This design comes from an exercise in tuning for small area on the open sky130 flow, not from production work. No run shown here included a check of the RTL's function; only the layout flow was run. Power is estimated from default activity; no workload was simulated.

[flow/config.mk]
export PLATFORM = sky130hd
export DESIGN_NAME = master
export DESIGN_NICKNAME = master
export VERILOG_FILES = /design/flow/design.v
export SDC_FILE = /design/flow/constraint.sdc
export NUM_CORES = 4
export LEC_CHECK = 0
export CAP_MARGIN = 20
export CORE_MARGIN = 2
export CORE_UTILIZATION = 40
export SLEW_MARGIN = 20
[flow/constraint.sdc]
create_clock -name core_clock -period 10.0 [get_ports {clk}]
set_input_delay 2.0000 -clock core_clock [delete_from_list [all_inputs] [get_ports {clk}]]
set_output_delay 2.0000 -clock core_clock [all_outputs]
set_load 0.01 [all_outputs]
[flow/design.v]
module master(
    input clk,
    input ADJ,
    input SEL,
    input rst,
    input PAUSE,
    output [6:0] out,
    output [3:0] an
    );
    reg [10:0] sc;
    reg [2:0]  seg;
    reg        c1;
    wire seg2 = seg[1] & ~seg[2];
    wire seg5 = seg[2] & ~seg[1];
    wire term = ~sc[0] & ~sc[1] & sc[2] & ~sc[3] & sc[4] & ~sc[5] & ~sc[6]
              & ~sc[7] & ~sc[8] & ~sc[10];
    wire c2   = seg[2];                               
    wire cb   = c1 ^ (seg[1] & seg[0]) ^ (seg5 & term);
    always @(posedge clk)
        if (rst) begin
            sc  <= 11'd0;
            seg <= 3'b000;
            c1  <= 1'b0;
        end else begin
            if (term) begin
                sc  <= {10'd0, seg2};
                seg <= {seg[1:0], ~seg[2]};
            end else
                sc  <= {sc[9:0], ~(sc[7] ^ sc[10])};
            if (term & seg5)
                c1 <= ~c1;
        end
    reg [4:0] fc;
    wire fire  = fc[0] & ~fc[2] & ~fc[3] & fc[4];
    wire first = ~fc[0] & ~fc[1] & ~fc[2] & ~fc[3];
    always @(posedge clk)
        if (rst)
            fc <= 5'd0;
        else if (fire)
            fc <= 5'd1;
        else
            fc <= {fc[3:0], ~(fc[1] ^ fc[4])};
    reg [3:0] ph;
    reg [2:1] sd;
    reg       sd0;
    reg       paused;
    always @(posedge clk)
        if (rst) begin
            ph     <= 4'd0;
            sd     <= 2'd0;
            paused <= 1'b0;
        end else begin
            ph <= ph + 4'd1;
            if (ph == 4'd0 && !first)
                sd <= {PAUSE, sd[2]};
            if (ph == 4'd2 && !sd0 && sd[1])
                paused <= ~paused;
        end
    always @(posedge clk)
        if (!rst && ph == 4'd0 && !first)
            sd0 <= sd[1];
    reg clkOut;
    reg clkPrev;
    always @(posedge clk)
        clkOut <= ADJ ? c2 : c1;
    always @(posedge clk)
        clkPrev <= rst ? 1'b0 : clkOut;
    wire step = (clkOut ^ clkPrev) & ~paused;
    reg [3:0] secO, minO;
    reg [2:0] secT, minT;
    wire secO9 = secO[3] & secO[0];
    wire minO9 = minO[3] & minO[0];
    wire secT5 = secT[2] & secT[0];
    wire minT5 = minT[2] & minT[0];
    wire incS  = ~ADJ | ~SEL;
    wire incM  = ADJ ? SEL : (secO9 & secT5);
    always @(posedge clk)
        if (rst) begin
            secO <= 4'd0; secT <= 3'd0; minO <= 4'd0; minT <= 3'd0;
        end else if (step) begin
            if (incS) begin
                secO <= secO9 ? 4'd0 : secO + 4'd1;
                if (secO9)
                    secT <= secT5 ? 3'd0 : secT + 3'd1;
            end
            if (incM) begin
                minO <= minO9 ? 4'd0 : minO + 4'd1;
                if (minO9)
                    minT <= minT5 ? 3'd0 : minT + 3'd1;
            end
        end
    reg [1:0] d;
    reg       blank;
    reg [3:0] code;
    reg [3:0] nxt;
    always @(*)
        case (d)
            2'd3: nxt = secO;
            2'd0: nxt = {1'b0, secT};
            2'd1: nxt = minO;
            default: nxt = {1'b0, minT};
        endcase
    always @(posedge clk)
        if (rst) begin
            d     <= 2'd3;
            blank <= 1'b1;
            code  <= 4'hf;
        end else if (fire) begin
            d     <= d + 2'd1;
            blank <= ADJ & cb;
            code  <= nxt;
        end
    assign an[0] = blank | (d != 2'd0);
    assign an[1] = blank | (d != 2'd1);
    assign an[2] = blank | (d != 2'd2);
    assign an[3] = blank | (d != 2'd3);
    wire [3:0] k = code;
    assign out[0] = (~k[3] & ~k[2] & ~k[1] &  k[0]) | (k[2] & ~k[1] & ~k[0]) | (k[3] & k[2]);
    assign out[1] = (k[2] & ~k[1] &  k[0]) | (k[2] & k[1] & ~k[0]) | (k[3] & k[2]);
    assign out[2] = (~k[2] & k[1] & ~k[0]) | (k[3] & k[2]);
    assign out[3] = (~k[2] & ~k[1] & k[0]) | (k[2] & ~k[1] & ~k[0]) | (k[2] & k[1] & k[0]) | (k[3] & k[2]);
    assign out[4] = k[0] | (k[2] & ~k[1]);
    assign out[5] = (~k[3] & ~k[2] & k[0]) | (~k[2] & k[1]) | (k[1] & k[0]) | (k[3] & k[2]);
    assign out[6] = (~k[3] & ~k[2] & ~k[1]) | (k[2] & k[1] & k[0]) | (k[3] & k[2]);
endmodule
[flow/flow/run.sh]
#!/bin/bash
# Standard ORFS flow (standard.sh) with a lighter clock tree and small port buffers.
set -euo pipefail
CTS="-sink_clustering_enable -repair_clock_nets -dont_use_dummy_load -sink_clustering_size 100 -sink_clustering_max_diameter 1000 -root_buf sky130_fd_sc_hd__clkbuf_8 -buf_list sky130_fd_sc_hd__clkbuf_8"
bash standard.sh synth > synth.log 2>&1
bash standard.sh "CTS_ARGS=$CTS" "BUFFER_PORTS_ARGS=-buffer_cell sky130_fd_sc_hd__buf_1" finish > layout.log 2>&1
[flow/standard.sh]
#!/bin/bash
# synth_recipe.tcl (not shown) runs the flow's synth.tcl, then flattens the netlist and writes it again
# the make line also repeats each setting of config.mk as NAME=value (left out here)
make -C /OpenROAD-flow-scripts/flow DESIGN_CONFIG=/design/flow/config.mk WORK_HOME=/design/flow/orfs CLKGATE_MAP_FILE= SYNTH_SCRIPT=/design/flow/synth_recipe.tcl "${@:-finish}"
==> key figures, run 1 <==
Clocking
  • CTS tree: built
  • Clk buf depth: 2
  • H-tree depth: 2
  • Clk sinks: just over 50
  • Clock tree root driver cell: clkbuf_8
  • Worst-path clk slew: about 0.10 ns
  • Number of post-CTS setup repair buffers: 0
  • Resized Gates After CTS: 0
  • CTS buffer count: 5
  • Worst skew pair latency: 0.30 ns
  • Cts hold-fix bufs: 0

Finish
  • FILL cells: ~570
  • Share of cells above drive strength 1: under 10%
  • N_diodes: 0
  • Footprint of the multi-input gates: 1260 um^2
  • Final Util: 45.31%
  • Final Cell Area: between 2000 and 3000 um^2
  • Register area: 1031 um^2
  • Fin nets: 285
  • P&R area growth vs syn: 7.745%

Pwr
  • Pwr/cell area: between 100 and 150 nW/um^2
  • Sw Ratio: ~22%
  • Clock Power Share: approximately a third
  • Lkg Pwr: around 0.93 nW
  • Internal power: roughly 0.26 mW
  • Switching power: 0.07288 mW
  • Max VDD drop: 0.06244 mV
  • Combinational share of power: roughly 4.7%
  • Part of the power in registers: ~63%
  • Overall Power: between 0.3 and 0.4 mW

Global routing
  • Antenna violations before repair: 0
  • Overflow after GRT: 0
  • Number of global-route vias before repair: roughly 1500
  • GRT Overall Usage: around 14%
  • Largest net degree at the start of global routing: 54
  • Global-route wire length before repair: about 7 mm

Routing
  • Iteration-0 DRC count of the detailed router: approximately 110
  • Vias: roughly 1700
  • Routed wire length: about 4.2 mm
  • # DRC: 0
  • Initial DRT Pass Iterations: 4
  • Routed WL per cell: around 12 um
  • Via density: about 5.1
  • Detail Route Antenna Nets: 0

Timing
  • WHS: between 0.4 and 0.5 ns
  • Tmin final: about 3.3 ns
  • FMAX: 303.0 MHz
  • Final Max Slew Viols: 0
  • Clk_skew: roughly 0.025 ns
  • Final Cycle Share: 33.01%
  • Final Hold Viols: 0
  • RSZ-0062 raised after global routing: no
  • Setup TNS: 0 ns
  • Measured slew at the worst slew-check pin: roughly 1.0 ns
  • Final setup violation count: 0
  • Slew HR: between 30% and 40%

Synth
  • Share of the synthesized area in the top cell type: 42.44%
  • Post-Syn Instances: ~260
  • Synth area leader: dfxtp_1
  • Syn avg cell area: 9.249 um^2
  • Yosys cell types: 47
  • Synth top area cells: dfxtp_1 (42%), ha_1 (6.4%), nor2b_1 (4.2%)
  • YS warnings: 1
  • Post-Syn Nets: around 270
  • Post-synthesis cell area: ~2400 um^2
  • Flops & latches, synth: approximately 50
  • Sequential-to-total area share from yosys stat: a little over two fifths

Place
  • I/O Buffers: 15
  • Detailed placement HPWL: slightly below 3 mm
  • Routability cong.: ~0.8
  • Placed cell area: 2472 um^2

Worst setup path
  • Worst setup SP type: flop
  • Largest fanout on the critical path: 8
  • CP Buf/Inv Count: 1
  • Crit-path max cell delay: between 0.4 and 0.5 ns
  • Crit-path cells: nor2_1 -> nand2b_1 -> a21boi_0 -> buf_1
  • Setup CP Type: flop to primary output
  • CP Data Arrival Time: between 1 and 1.5 ns
  • Top Family by Delay on Critical Path: flip-flops
  • CP Capture Type: primary output
  • CP required: ~8.0 ns
  • CP max stage cell: dfxtp_1

Die
  • DIE AREA: approximately 6500 um^2
  • Die X: 80.79 um
  • Initial Util: between 40% and 50%
  • Row cnt: 27
  • I/O pins: 16
  • Core area: 5608 um^2
  • Die Height: approximately 81 um

Hold path
  • Hold Crit Class: flop to flop

Run
  • Max-cap violations: 0

Outcome
  • Status: complete, no violations
[kinds of logic after synthesis]
kind of cell / count (synthesis) / synth area share [%]
buffers and inverters: 18 / 2.865
multiplexers: 7 / 3.024
XOR/XNOR: 11 / 4.404
adder cells (fa/ha/maj): 12 / 6.366
AO/OA/AOI/OAI: 51 / 14.96
flip-flops: 51 / 43.71
AND/OR/NAND/NOR: 105 / 24.67
[synthesized netlist by cell type, drive strengths merged]
cell type  number
mux2i           6
o211ai          2
a2111oi         1
nor2           23
and4bb          1
a31oi           2
nand2          16
o21ai          12
o31a            1
xnor2           9
nor4b           3
nor3b           3
a32o            2
a22oi           1
buf             2
o31ai           6
or3             1
edfxtp          1
nand4           3
a222oi          3
nor2b          16
a21o            1
a211o           1
nand3           9
or3b            1
clkbuf          7
nor3            5
a21boi          2
and2            7
mux2            1
ha             12
a21oi          15
and3            1
a211oi          2
xor2            2
inv             9
dfxtp          50
nor4            2
and3b           1
nand2b         11
or2             2
[final cells by class]
class,count,area share [%]
inverter,9,1.329
tap,72,3.545
clock buffer,5,2.708
multi-input combinational,186,49.58
sequential,51,40.57
timing repair buffer,15,2.265
[through the flow]
stage	setup slack, ns	std cells
after floorplan	6.986	255
after global placement	6.692	333
after detailed placement	6.655	333
after CTS	6.688	338
after global routing	6.588	338
final	6.699	338
[placed cells by master (no fill, tap or decap), types with 6 or more instances in the layout]
| cell type | Yosys | final |
|---|---|---|
| a21oi_1 | 15 | 15 |
| and2_1 | 7 | 7 |
| buf_1 | 2 | 14 |
| dfxtp_1 | 50 | 50 |
| ha_1 | 12 | 12 |
| inv_1 | 9 | 9 |
| mux2i_1 | 6 | 6 |
| nand2_1 | 16 | 16 |
| nand2b_1 | 11 | 11 |
| nand3_1 | 8 | 8 |
| nor2_1 | 23 | 23 |
| nor2b_1 | 16 | 16 |
| o21ai_0 | 11 | 11 |
| xnor2_1 | 8 | 8 |
[power groups by stage]
stage	Sequential (mW)	Clock, mW	Combinational, mW
floorplan	0.214	0	0.0124
global placement	0.215	0	0.0157
detailed placement	0.215	0	0.0158
CTS	0.211	0.110	0.0159
global route	0.211	0.118	0.0183
finish	0.211	0.106	0.0156
[registers in the layout, indices dropped and copies added (netlist names), 3 cells and up]
| signal | cells |
|---|---|
| minT | 3 |
| minO | 4 |
| sc | 11 |
| seg | 3 |
| secO | 4 |
| ph | 4 |
| code | 4 |
| secT | 3 |
| fc | 5 |
[worst reg2reg max path, delay by kind of cell (launching register included)]
| family | cells | cell delay, ns |
|---|---|---|
| compound gates | 3 | 0.91 |
| flops | 1 | 0.44 |
| simple gates | 1 | 0.17 |
[layer usage]
metal  track usage (%)  part of all wire [%]  up-vias
li1                  -                     -      913
met1             20.98                    55      783
met2             19.67                    39       23
met3             3.778                   4.0        6
met4             5.085                   1.4        0
met5                 0                     0        -
[final timing paths]
path                             start              endpoint  slack (ns)  depth (start not counted)
setup / recovery  code[0]$_SDFFE_PP1P_                out[1]        6.70                          4
hold / removal        sc[9]$_SDFF_PP0_     sc[10]$_SDFF_PP0_        0.45                          1
setup reg to reg  secO[0]$_SDFFE_PP0P_  minT[2]$_SDFFE_PP0P_        8.36                          4
hold reg to reg       sc[9]$_SDFF_PP0_     sc[10]$_SDFF_PP0_        0.45                          1
==> inputs of run 2 (changes only) <==
==> flow/flow/run.sh (replaced) <==
#!/bin/bash
# ORFS flow (standard.sh) with an area-oriented ABC mapping script, adders left
# to ABC, a lighter clock tree and small port buffers. Each step logs to its own file.
set -euo pipefail
rm -rf myscripts
cp -r "$FLOW_HOME/scripts" myscripts
cp flow/abc.script myscripts/abc_speed.script
bash standard.sh "SCRIPTS_DIR=$PWD/myscripts" "ADDER_MAP_FILE=" synth > synth.log 2>&1
CTS="-sink_clustering_enable -repair_clock_nets -dont_use_dummy_load -sink_clustering_size 100 -sink_clustering_max_diameter 1000 -root_buf sky130_fd_sc_hd__clkbuf_8 -buf_list sky130_fd_sc_hd__clkbuf_8"
bash standard.sh "CTS_ARGS=$CTS" "BUFFER_PORTS_ARGS=-buffer_cell sky130_fd_sc_hd__buf_1" finish > layout.log 2>&1
==> flow/flow/abc.script (new file) <==
strash; &get -n; &fraig -x; &put; scorr; dc2; strash; &get -n; &dch -f; &nf -R 1000; &put
==> run 2 against run 1 <==
Still clean. Non-clock buffer count grew 1. Critical path depth shrank 1. Routed wire length shrank 18%. First-iteration DRC count shrank 55%. Sequential power is essentially flat. Sequential cell count is the same. Worst hold slack gained 0.0065 ns. Fmax shrank 3.5%. Via count shrank 13%. Final area shrank 14%. Die area shrank 16%. Critical endpoint is now an[1].
==> key figures, run 2 <==
Finish
  • N_diodes: 0 (unchanged)
  • Fin nets: 248 (-13%)
  • Max FFs per register: 11 (unchanged)
  • Reg with most FFs: sc
  • Share of cells above drive strength 1: 2.490% (-3.1 points)
  • Footprint of the multi-input gates: 923.4 um^2 (-27%)
  • Commonest non-fill, non-tap cell in the layout: dfxtp_1
  • Most frequent cells in the layout: dfxtp_1 (50), nor2_1 (38), a21oi_1 (20)
  • P&R area growth vs syn: 11.05%
  • Register area: 1031 um^2 (unchanged)
  • Final Cell Area: 2175 um^2 (-14%)
  • FILL cells: 492 (-13%)
  • Final std cells w/o fill: 308 (-8.9%)
  • Final Util: 46.04% (+0.73 points)

Synth
  • Syn avg cell area: 8.901 um^2 (-3.8%)
  • Post-synth EDFFs: 1 (unchanged)
  • Share of the synthesized area in the top cell type: 51.12% (+8.7 points)
  • Post-Syn Instances: 220 (-14%)
  • Sequential-to-total area share from yosys stat: 52.65% (+8.9 points)
  • Synth area leader: dfxtp_1
  • Synth top area cells: dfxtp_1 (51%), nor2_1 (7.3%), a21oi_1 (5.1%)
  • Post-Syn Nets: 225 (-17%)
  • Top_reg_cell synth: dfxtp_1
  • YS warnings: 1 (unchanged)
  • Top cells by count, synth: dfxtp_1 (50), nor2_1 (38), a21oi_1 (20)
  • Ys async rst share: 0% (unchanged)
  • Post-synthesis cell area: 1958 um^2 (-17%)
  • Most frequent cell after synthesis: dfxtp_1
  • Yosys cell types: 31 (-34%)
  • Flops & latches, synth: 51 (unchanged)

Die
  • Die X: 73.97 um (-8.4%)
  • Die Height: 73.97 um (-8.4%)
  • DIE AREA: 5471 um^2 (-16%)
  • Core area: 4723 um^2 (-16%)
  • Initial Util: 41.46% (-0.60 points)
  • I/O pins: 16 (unchanged)
  • Row cnt: 25 (-7.4%)

Routing
  • Detail Route Antenna Nets: 0 (unchanged)
  • Met2 WL post-DR: 1.418 mm (-13%)
  • # DRC: 0 (unchanged)
  • Routed WL per cell: 11.08 um (-10%)
  • Uppermost layer routed: met4
  • Routed wl met3: 112 um (-33%)
  • Iteration-0 DRC count of the detailed router: 49 (-55%)
  • Initial DRT Pass Iterations: 4 (unchanged)
  • Via density: 4.867 (-4.6%)
  • Vias: 1499 (-13%)
  • Routed wire length: 3.414 mm (-18%)
  • M1 WL: 1.819 mm (-21%)

Timing
  • Final Cycle Share: 34.21% (+1.2 points)
  • Clk_skew: 0.004862 ns (-0.02030 ns)
  • Setup TNS: 0 ns (unchanged)
  • Final Hold Viols: 0 (unchanged)
  • FMAX: 292.3 MHz (-3.5%)
  • Measured slew at the worst slew-check pin: 0.6606 ns (-0.3586 ns)
  • Final setup violation count: 0 (unchanged)
  • Tmin final: 3.421 ns (+0.1205 ns)
  • Slew HR: 55.34% (+23 points)
  • RSZ-0062 raised after global routing: no
  • Final Max Slew Viols: 0 (unchanged)

Worst setup path
  • CP Capture Type: primary output
  • CP Buf/Inv Count: 1 (unchanged)
  • Largest fanout on the critical path: 11 (+3)
  • Crit-path max cell delay: 0.49 ns (+0.04 ns)
  • CP required: 8.00 ns (about the same)
  • CP max stage cell: dfxtp_1
  • Crit-path cells: nor2b_1 -> nand2b_1 -> buf_1
  • Top Family by Delay on Critical Path: simple AND/OR/NAND/NOR gates
  • CP Data Arrival Time: 1.42 ns (+0.12 ns)
  • Worst setup SP type: flop
  • Setup CP Type: flop to primary output

Global routing
  • GRT Overall Usage: 13.90% (-0.26 points)
  • Global-route wire length before repair: 5.927 mm (-17%)
  • Overflow after GRT: 0 (unchanged)
  • Number of global-route vias before repair: 1319 (-14%)
  • Largest net degree at the start of global routing: 36 (-33%)
  • Antenna violations before repair: 0 (unchanged)

Pwr
  • Max VDD drop: 0.08121 mV (+30%)
  • Pwr/cell area: 150.3 nW/um^2 (+15%)
  • Lkg Pwr: 0.7747 nW (-17%)

Place
  • Routability cong.: 0.7471 (-6.3%)
  • Placed cell area: 2106 um^2 (-15%)
  • Detailed placement HPWL: 2.397 mm (-19%)
  • Placed cells: 303 (-9.0%)
  • I/O Buffers: 15 (unchanged)

Run
  • Max-cap violations: 0 (unchanged)

Hold path
  • Hold Crit Class: flop to flop

Clocking
  • Clk sinks: 51 (unchanged)
  • Cts hold-fix bufs: 0 (unchanged)
  • Worst-path clk slew: 0.08 ns (-0.02 ns)
  • CTS tree: built
  • Clock tree root driver cell: clkbuf_8
  • Worst skew pair latency: 0.29 ns (about the same)
  • H-tree depth: 2 (unchanged)
  • CTS buffer count: 5 (unchanged)
  • Number of post-CTS setup repair buffers: 0 (unchanged)
  • Clk buf depth: 2 (unchanged)
  • Resized Gates After CTS: 0 (unchanged)

Outcome
  • Status: complete, no violations
## run 2: path summary, 6_finish.rpt
kind         slack, ns         startpoint  cells after the start            endpoint
max               6.58  d[0]$_SDFFE_PP1P_                      3               an[1]
min               0.46   sc[5]$_SDFF_PP0_                      1    sc[6]$_SDFF_PP0_
max reg2reg       8.02   sc[6]$_SDFF_PP0_                      8  blank$_SDFFE_PP1P_
min reg2reg       0.46   sc[5]$_SDFF_PP0_                      1    sc[6]$_SDFF_PP0_
## run 2: logic make-up (layout without fill, tap and decap cells)
kind of cell	after synthesis	count (layout)	share of synthesized area (%)
mux	4	4	2.109
simple gates	117	117	30.22
compound gates	43	43	13.03
buf+inv	1	22	0.1915
flops	51	51	52.65
xor+xnor	4	4	1.789
## run 2: worst reg2reg max path: cells and delay by family, from the launching register on
kind,cells,cell delay (ns)
and+or+nand+nor,5,1.22
DFF,1,0.32
AOI/OAI and AO/OA,2,0.20
xor gates and xnor gates,1,0.18
## run 2: per-layer routing
layer	GRT usage, %	vias to the layer above
li1	-	811
met1	18.24	663
met2	21.63	19
met3	3.659	6
met4	6.061	0
met5	0	-
## run 2: stage by stage
stage          power (mW)  hold WS [ns]  worst slack, ns
3_5_place_dp       0.2274        0.4377            6.593
6_report           0.3268        0.4595            6.579
2_1_floorplan      0.2221        0.4072            6.938
5_1_grt            0.3413        0.4774            6.413
3_3_place_gp       0.2274        0.4350            6.633
4_1_cts            0.3316        0.4625            6.558
## run 2: cell type report
cell class | count | share of cell area (%)
inverters | 1 | 0.1726
flip-flops and latches | 51 | 47.41
multi-input cells | 168 | 42.46
clock buffers | 5 | 3.165
repair buffers | 16 | 2.934
well taps | 67 | 3.855
## run 2: power breakdown
| group | total, mW | internal, mW | switching [mW] |
|---|---|---|---|
| sequential | 0.210 | 0.207 | 0.00290 |
| clock | 0.104 | 0.0452 | 0.0591 |
| combinational | 0.0124 | 0.00529 | 0.00712 |
| total | 0.327 | 0.258 | 0.0691 |
==> inputs of run 3 (changes only) <==
--- a/flow/design.v
+++ b/flow/design.v
@@ -14,4 +14,3 @@
     wire seg5 = seg[2] & ~seg[1];
-    wire term = ~sc[0] & ~sc[1] & sc[2] & ~sc[3] & sc[4] & ~sc[5] & ~sc[6]
-              & ~sc[7] & ~sc[8] & ~sc[10];
+    wire term = sc[10] & sc[9] & sc[7] & sc[1];       
     wire c2   = seg[2];                               
@@ -28,3 +27,3 @@
             end else
-                sc  <= {sc[9:0], ~(sc[7] ^ sc[10])};
+                sc  <= sc + 11'd1;
             if (term & seg5)
@@ -33,14 +32,13 @@
     reg [4:0] fc;
-    wire fire  = fc[0] & ~fc[2] & ~fc[3] & fc[4];
-    wire first = ~fc[0] & ~fc[1] & ~fc[2] & ~fc[3];
+    wire fire  = fc[4] & fc[2] & ~fc[0];
+    wire first = fc[4] & fc[2] & fc[0];
     always @(posedge clk)
         if (rst)
+            fc <= 5'd21;
+        else if (fc[4] & fc[2])
             fc <= 5'd0;
-        else if (fire)
-            fc <= 5'd1;
         else
-            fc <= {fc[3:0], ~(fc[1] ^ fc[4])};
+            fc <= fc + 5'd1;
     reg [3:0] ph;
-    reg [2:1] sd;
-    reg       sd0;
+    reg [2:0] sd;
     reg       paused;
@@ -49,3 +47,3 @@
             ph     <= 4'd0;
-            sd     <= 2'd0;
+            sd     <= 3'd0;
             paused <= 1'b0;
@@ -54,9 +52,6 @@
             if (ph == 4'd0 && !first)
-                sd <= {PAUSE, sd[2]};
-            if (ph == 4'd2 && !sd0 && sd[1])
+                sd <= {PAUSE, sd[2:1]};
+            if (ph == 4'd2 && !sd[0] && sd[1])
                 paused <= ~paused;
         end
-    always @(posedge clk)
-        if (!rst && ph == 4'd0 && !first)
-            sd0 <= sd[1];
     reg clkOut;
@@ -116,10 +111,18 @@
     assign an[3] = blank | (d != 2'd3);
-    wire [3:0] k = code;
-    assign out[0] = (~k[3] & ~k[2] & ~k[1] &  k[0]) | (k[2] & ~k[1] & ~k[0]) | (k[3] & k[2]);
-    assign out[1] = (k[2] & ~k[1] &  k[0]) | (k[2] & k[1] & ~k[0]) | (k[3] & k[2]);
-    assign out[2] = (~k[2] & k[1] & ~k[0]) | (k[3] & k[2]);
-    assign out[3] = (~k[2] & ~k[1] & k[0]) | (k[2] & ~k[1] & ~k[0]) | (k[2] & k[1] & k[0]) | (k[3] & k[2]);
-    assign out[4] = k[0] | (k[2] & ~k[1]);
-    assign out[5] = (~k[3] & ~k[2] & k[0]) | (~k[2] & k[1]) | (k[1] & k[0]) | (k[3] & k[2]);
-    assign out[6] = (~k[3] & ~k[2] & ~k[1]) | (k[2] & k[1] & k[0]) | (k[3] & k[2]);
+    reg [6:0] seg7;
+    always @(*)
+        case (code)
+            4'd0: seg7 = 7'b1000000;
+            4'd1: seg7 = 7'b1111001;
+            4'd2: seg7 = 7'b0100100;
+            4'd3: seg7 = 7'b0110000;
+            4'd4: seg7 = 7'b0011001;
+            4'd5: seg7 = 7'b0010010;
+            4'd6: seg7 = 7'b0000010;
+            4'd7: seg7 = 7'b1111000;
+            4'd8: seg7 = 7'b0000000;
+            4'd9: seg7 = 7'b0011000;
+            default: seg7 = 7'b1111111;
+        endcase
+    assign out = seg7;
 endmodule
==> flow/run.sh (new file) <==
#!/bin/bash
# synth_recipe.tcl (not shown) runs the flow's synth.tcl, then flattens the netlist and writes it again
# the make line also repeats each setting of config.mk as NAME=value (left out here)
make -C /OpenROAD-flow-scripts/flow DESIGN_CONFIG=/design/flow/config.mk WORK_HOME=/design/flow/orfs CLKGATE_MAP_FILE= SYNTH_SCRIPT=/design/flow/synth_recipe.tcl finish
removed: flow/flow/run.sh
removed: flow/flow/abc.script
removed: flow/standard.sh
==> run 3 against run 2 <==
Still clean on timing, DRC and antenna. Synthesized cell count is 30% higher. Routed wire length is 31% higher. Clock power is 110% higher. Clock skew is 0.0023 ns higher. Final area is 41% higher. Worst hold slack better by 0.014 ns. Largest cell class is now multi-input gates.
==> key figures, run 3 <==
Timing
  • FMAX: 273.3 MHz (-6.5%)
  • Final Max Slew Viols: 0 (unchanged)
  • Slew HR: 67.77% (+12 points)
  • Setup TNS: 0 ns (unchanged)
  • Final setup violation count: 0 (unchanged)
  • Tmin final: 3.659 ns (+0.2374 ns)
  • Clk_skew: 0.007122 ns (+0.002261 ns)
  • Measured slew at the worst slew-check pin: 0.4819 ns (-0.1787 ns)
  • Final Hold Viols: 0 (unchanged)
  • Final Cycle Share: 36.59% (+2.4 points)
  • RSZ-0062 raised after global routing: no

Global routing
  • Largest net degree at the start of global routing: 45 (+25%)
  • Overflow after GRT: 0 (unchanged)
  • Met2 usage: 20.03% (-1.6 points)
  • Number of global-route vias before repair: 1767 (+34%)
  • Most Crowded Layer GR: met2
  • Antenna violations before repair: 0 (unchanged)
  • Met1 usage: 17.71% (-0.53 points)
  • Global-route wire length before repair: 7.866 mm (+33%)
  • GRT met3 Usage: 6.064% (+2.4 points)
  • GRT Overall Usage: 13.59% (-0.30 points)

Clocking
  • Number of post-CTS setup repair buffers: 0 (unchanged)
  • Clock tree root driver cell: clkbuf_8
  • Clk buf depth: 2 (unchanged)
  • Resized Gates After CTS: 0 (unchanged)
  • CTS buffer count: 9 (+4)
  • Clk sinks: 58 (+14%)
  • Cts hold-fix bufs: 0 (unchanged)
  • Worst skew pair latency: 0.33 ns (+0.04 ns)
  • Worst-path clk slew: 0.07 ns (about the same)
  • CTS tree: built
  • H-tree depth: 3 (+1)

Synth
  • Ys async rst share: 0% (unchanged)
  • Flops & latches, synth: 58 (+14%)
  • Syn avg cell area: 9.334 um^2 (+4.9%)
  • Multiplexer share of the synthesized area: 4.186% (+2.1 points)
  • Yosys cell types: 45 (+45%)
  • Synth top area cells: dfxtp_1 (44%), ha_1 (8.0%), nor2_1 (5.5%)
  • Post-Syn Nets: 307 (+36%)
  • Simple-gate share of the synthesized area: 19.80% (-10 points)
  • Post-Synth Adder-Cell Area: 7.996% (+8.0 points)
  • Complex-gate fraction of the synthesized area: 13.36% (+0.32 points)
  • Post-Syn Instances: 285 (+30%)
  • Share of the synthesized area in the top cell type: 43.65% (-7.5 points)
  • YS warnings: 1 (unchanged)
  • Top cells by count, synth: dfxtp_1 (58), nor2_1 (39), nand2_1 (21)
  • Most frequent cell after synthesis: dfxtp_1
  • Top_reg_cell synth: dfxtp_1
  • Synth area leader: dfxtp_1
  • Largest family of logic cells by synthesized area: simple AND/OR/NAND/NOR gates
  • Sequential-to-total area share from yosys stat: 43.65% (-9.0 points)
  • Post-synthesis cell area: 2660 um^2 (+36%)
  • XOR/XNOR share of the synthesized area: 7.244% (+5.5 points)
  • Post-synth EDFFs: 0 (-1)

Worst setup path
  • Crit-path max cell delay: 0.53 ns (+0.04 ns)
  • Largest fanout on the critical path: 5 (-6)
  • Worst setup SP type: flop
  • CP required: 8.00 ns (about the same)
  • CP max stage cell: clkdlybuf4s50_1
  • Crit-path cells: inv_1 -> ha_1 -> nand2b_1 -> clkdlybuf4s50_1
  • CP Data Arrival Time: 1.66 ns (+0.24 ns)
  • Setup CP Type: flop to primary output
  • CP Capture Type: primary output
  • CP Buf/Inv Count: 2 (+1)
  • Top Family by Delay on Critical Path: buffers and inverters

Routing
  • Routed WL per cell: 11.63 um (+4.9%)
  • Routed wire length: 4.477 mm (+31%)
  • # DRC: 0 (unchanged)
  • Initial DRT Pass Iterations: 4 (unchanged)
  • Detail Route Antenna Nets: 0 (unchanged)
  • Via density: 4.966 (+2.0%)
  • Iteration-0 DRC count of the detailed router: 93 (+90%)
  • Vias: 1912 (+28%)

Finish
  • Commonest non-fill, non-tap cell in the layout: dfxtp_1
  • P&R area growth vs syn: 15.57%
  • Most frequent cells in the layout: dfxtp_1 (58), nor2_1 (39), nand2_1 (21), a21oi_1 (17), ha_1 (17)
  • Fin nets: 325 (+31%)
  • FILL cells: 623 (+27%)
  • Final Cell Area: 3074 um^2 (+41%)
  • Max FFs per register: 11 (unchanged)
  • N_diodes: 0 (unchanged)
  • Reg with most FFs: sc
  • Share of cells above drive strength 1: 9.740% (+7.3 points)

Die
  • Initial Util: 41.65% (+0.20 points)
  • Core area: 6386 um^2 (+35%)
  • I/O pins: 16 (unchanged)
  • Row cnt: 29 (+16%)
  • Die Height: 85.55 um (+16%)
  • DIE AREA: 7319 um^2 (+34%)
  • Die X: 85.55 um (+16%)

Pwr
  • Switching power: 0.1246 mW (+80%)
  • Internal power: 0.3906 mW (+52%)
  • Combinational share of power: 9.7% (+5.9 points)
  • Clock Power Share: 42.3% (+10 points)
  • Part of the power in registers: 48.0% (-16 points)
  • Max VDD drop: 0.08724 mV (+7.4%)
  • Sw Ratio: 24.19% (+3.0 points)
  • Lkg Pwr: 1.224 nW (+58%)
  • Pwr/cell area: 167.6 nW/um^2 (+12%)

Place
  • Placed cell area: 2870 um^2 (+36%)
  • I/O Buffers: 15 (unchanged)
  • Detailed placement HPWL: 3.094 mm (+29%)
  • Routability cong.: 0.8087 (+8.2%)

Hold path
  • Hold Crit Class: flop to flop

Outcome
  • Status: complete, no violations

Run
  • Max-cap violations: 0 (unchanged)
run 3: cell count changes in the layout (fill, tap and decap cells not counted), sizes merged, moves of 11 or more:
cell | before | now
inv | 0 | 12
nor2b | 15 | 3
xor2 | 1 | 12
clkdlybuf4s50 | 0 | 15
buf | 16 | 1
ha | 0 | 17
run 3: cell type report:
type | instances | area, um^2 | share of cell area, %
sequential | 58 | 1161 | 37.77
inverter | 13 | 56.30 | 1.832
timing repair buffer | 16 | 157.7 | 5.128
clock buffer | 11 | 151.4 | 4.925
clock inverter | 5 | 52.55 | 1.709
multi-input combinational | 205 | 1399 | 45.50
tap | 77 | 96.34 | 3.134
run 3: power by group through the flow:
stage          clock network (mW)  logic [mW]  registers (mW)
4_1_cts                     0.225      0.0509           0.248
2_1_floorplan                   0      0.0362           0.252
5_1_grt                     0.235      0.0562           0.249
3_3_place_gp                    0      0.0500           0.252
3_5_place_dp                    0      0.0507           0.253
6_report                    0.218      0.0500           0.247
run 3: through the flow:
step	util, %	power, mW	cells	hold slack, ns	worst slack [ns]
2_1_floorplan	-	0.2886	285	0.4297	6.829
3_3_place_gp	44.95	0.3025	369	0.4492	6.208
3_5_place_dp	44.95	0.3034	369	0.4677	6.187
4_1_cts	48.14	0.5231	385	0.4776	6.304
5_1_grt	48.14	0.5399	385	0.4807	6.239
6_report	48.14	0.5152	385	0.4734	6.341
run 3: worst reg2reg max path: stages, from the launching register on:
cell,delay [ns]
dfxtp_1,0.32
inv_1,0.14
ha_1,0.32
nor2b_1,0.17
a211oi_1,0.06
a21oi_1,0.37
nand2b_1,0.14
inv_1,0.10
ha_1,0.24
mux2i_1,0.12
a22oi_1,0.08
run 3: routing by layer:
layer	vias to the layer above	wire, um	share of wire (%)
li1	1011	-	-
met4	0	39	0.87
met1	879	2339	52
met3	5	168	3.8
met2	17	1930	43
met5	-	0	0
run 3: worst paths after layout:
path / startpoint / endpoint / slack, ns / cells past startpoint
max reg2reg: d[0]$_SDFFE_PP1N_ / out[3]$_DFF_P_ / 7.80 / 10
min reg2reg: ph[0]$_SDFF_PP0_ / ph[0]$_SDFF_PP0_ / 0.47 / 1
min: ph[0]$_SDFF_PP0_ / ph[0]$_SDFF_PP0_ / 0.47 / 1
max: d[1]$_SDFFE_PP1N_ / an[1] / 6.34 / 4
run 3: cells by family after synthesis:
family	Yosys count
AOI/OAI and AO/OA	46
and+or+nand+nor	109
buffers and inverters	22
DFF	58
adders and majority gates	17
xor gates and xnor gates	22
muxes	11

what the ideal ports hide:
The flow's constraints put no driver on any port. The routed layouts listed below were extracted and timed again, unchanged, in two steps. Step 1 sets driving cells, clkbuf_16 on the clock port and buf_2 on the other inputs (assumed; they add their load-dependent delay and slew). Step 2 adds t to the input delays and takes it off the output delays; t is the mean of the earliest and latest rising clock arrival at the registers after step 1. Input paths then give back, and output paths get back, about the clock's delay inside the block. Slacks: ideal / step 1 / step 2; pairs: ideal / step 1.
| run | shift t [ns] | slack for setup (ns) | worst register clock-pin slew, ns | worst slew at a driven data input, ns | cell pins on the clock port's net |
|---|---|---|---|---|---|
| run 1 | 0.321 | 6.699 / 6.671 / 6.656 | 0.10 / 0.10 | 0.03 | 1 |
| run 2 | 0.315 | 6.579 / 6.553 / 6.585 | 0.08 / 0.08 | 0.04 | 1 |
| run 3 | 0.352 | 6.341 / 6.316 / 6.209 | 0.07 / 0.07 | 0.03 | 1 |
After both steps every run listed still meets setup and hold. The setup slack of run 3, which loses most, moves by -0.025 ns with the drivers and by -0.132 ns with both steps.
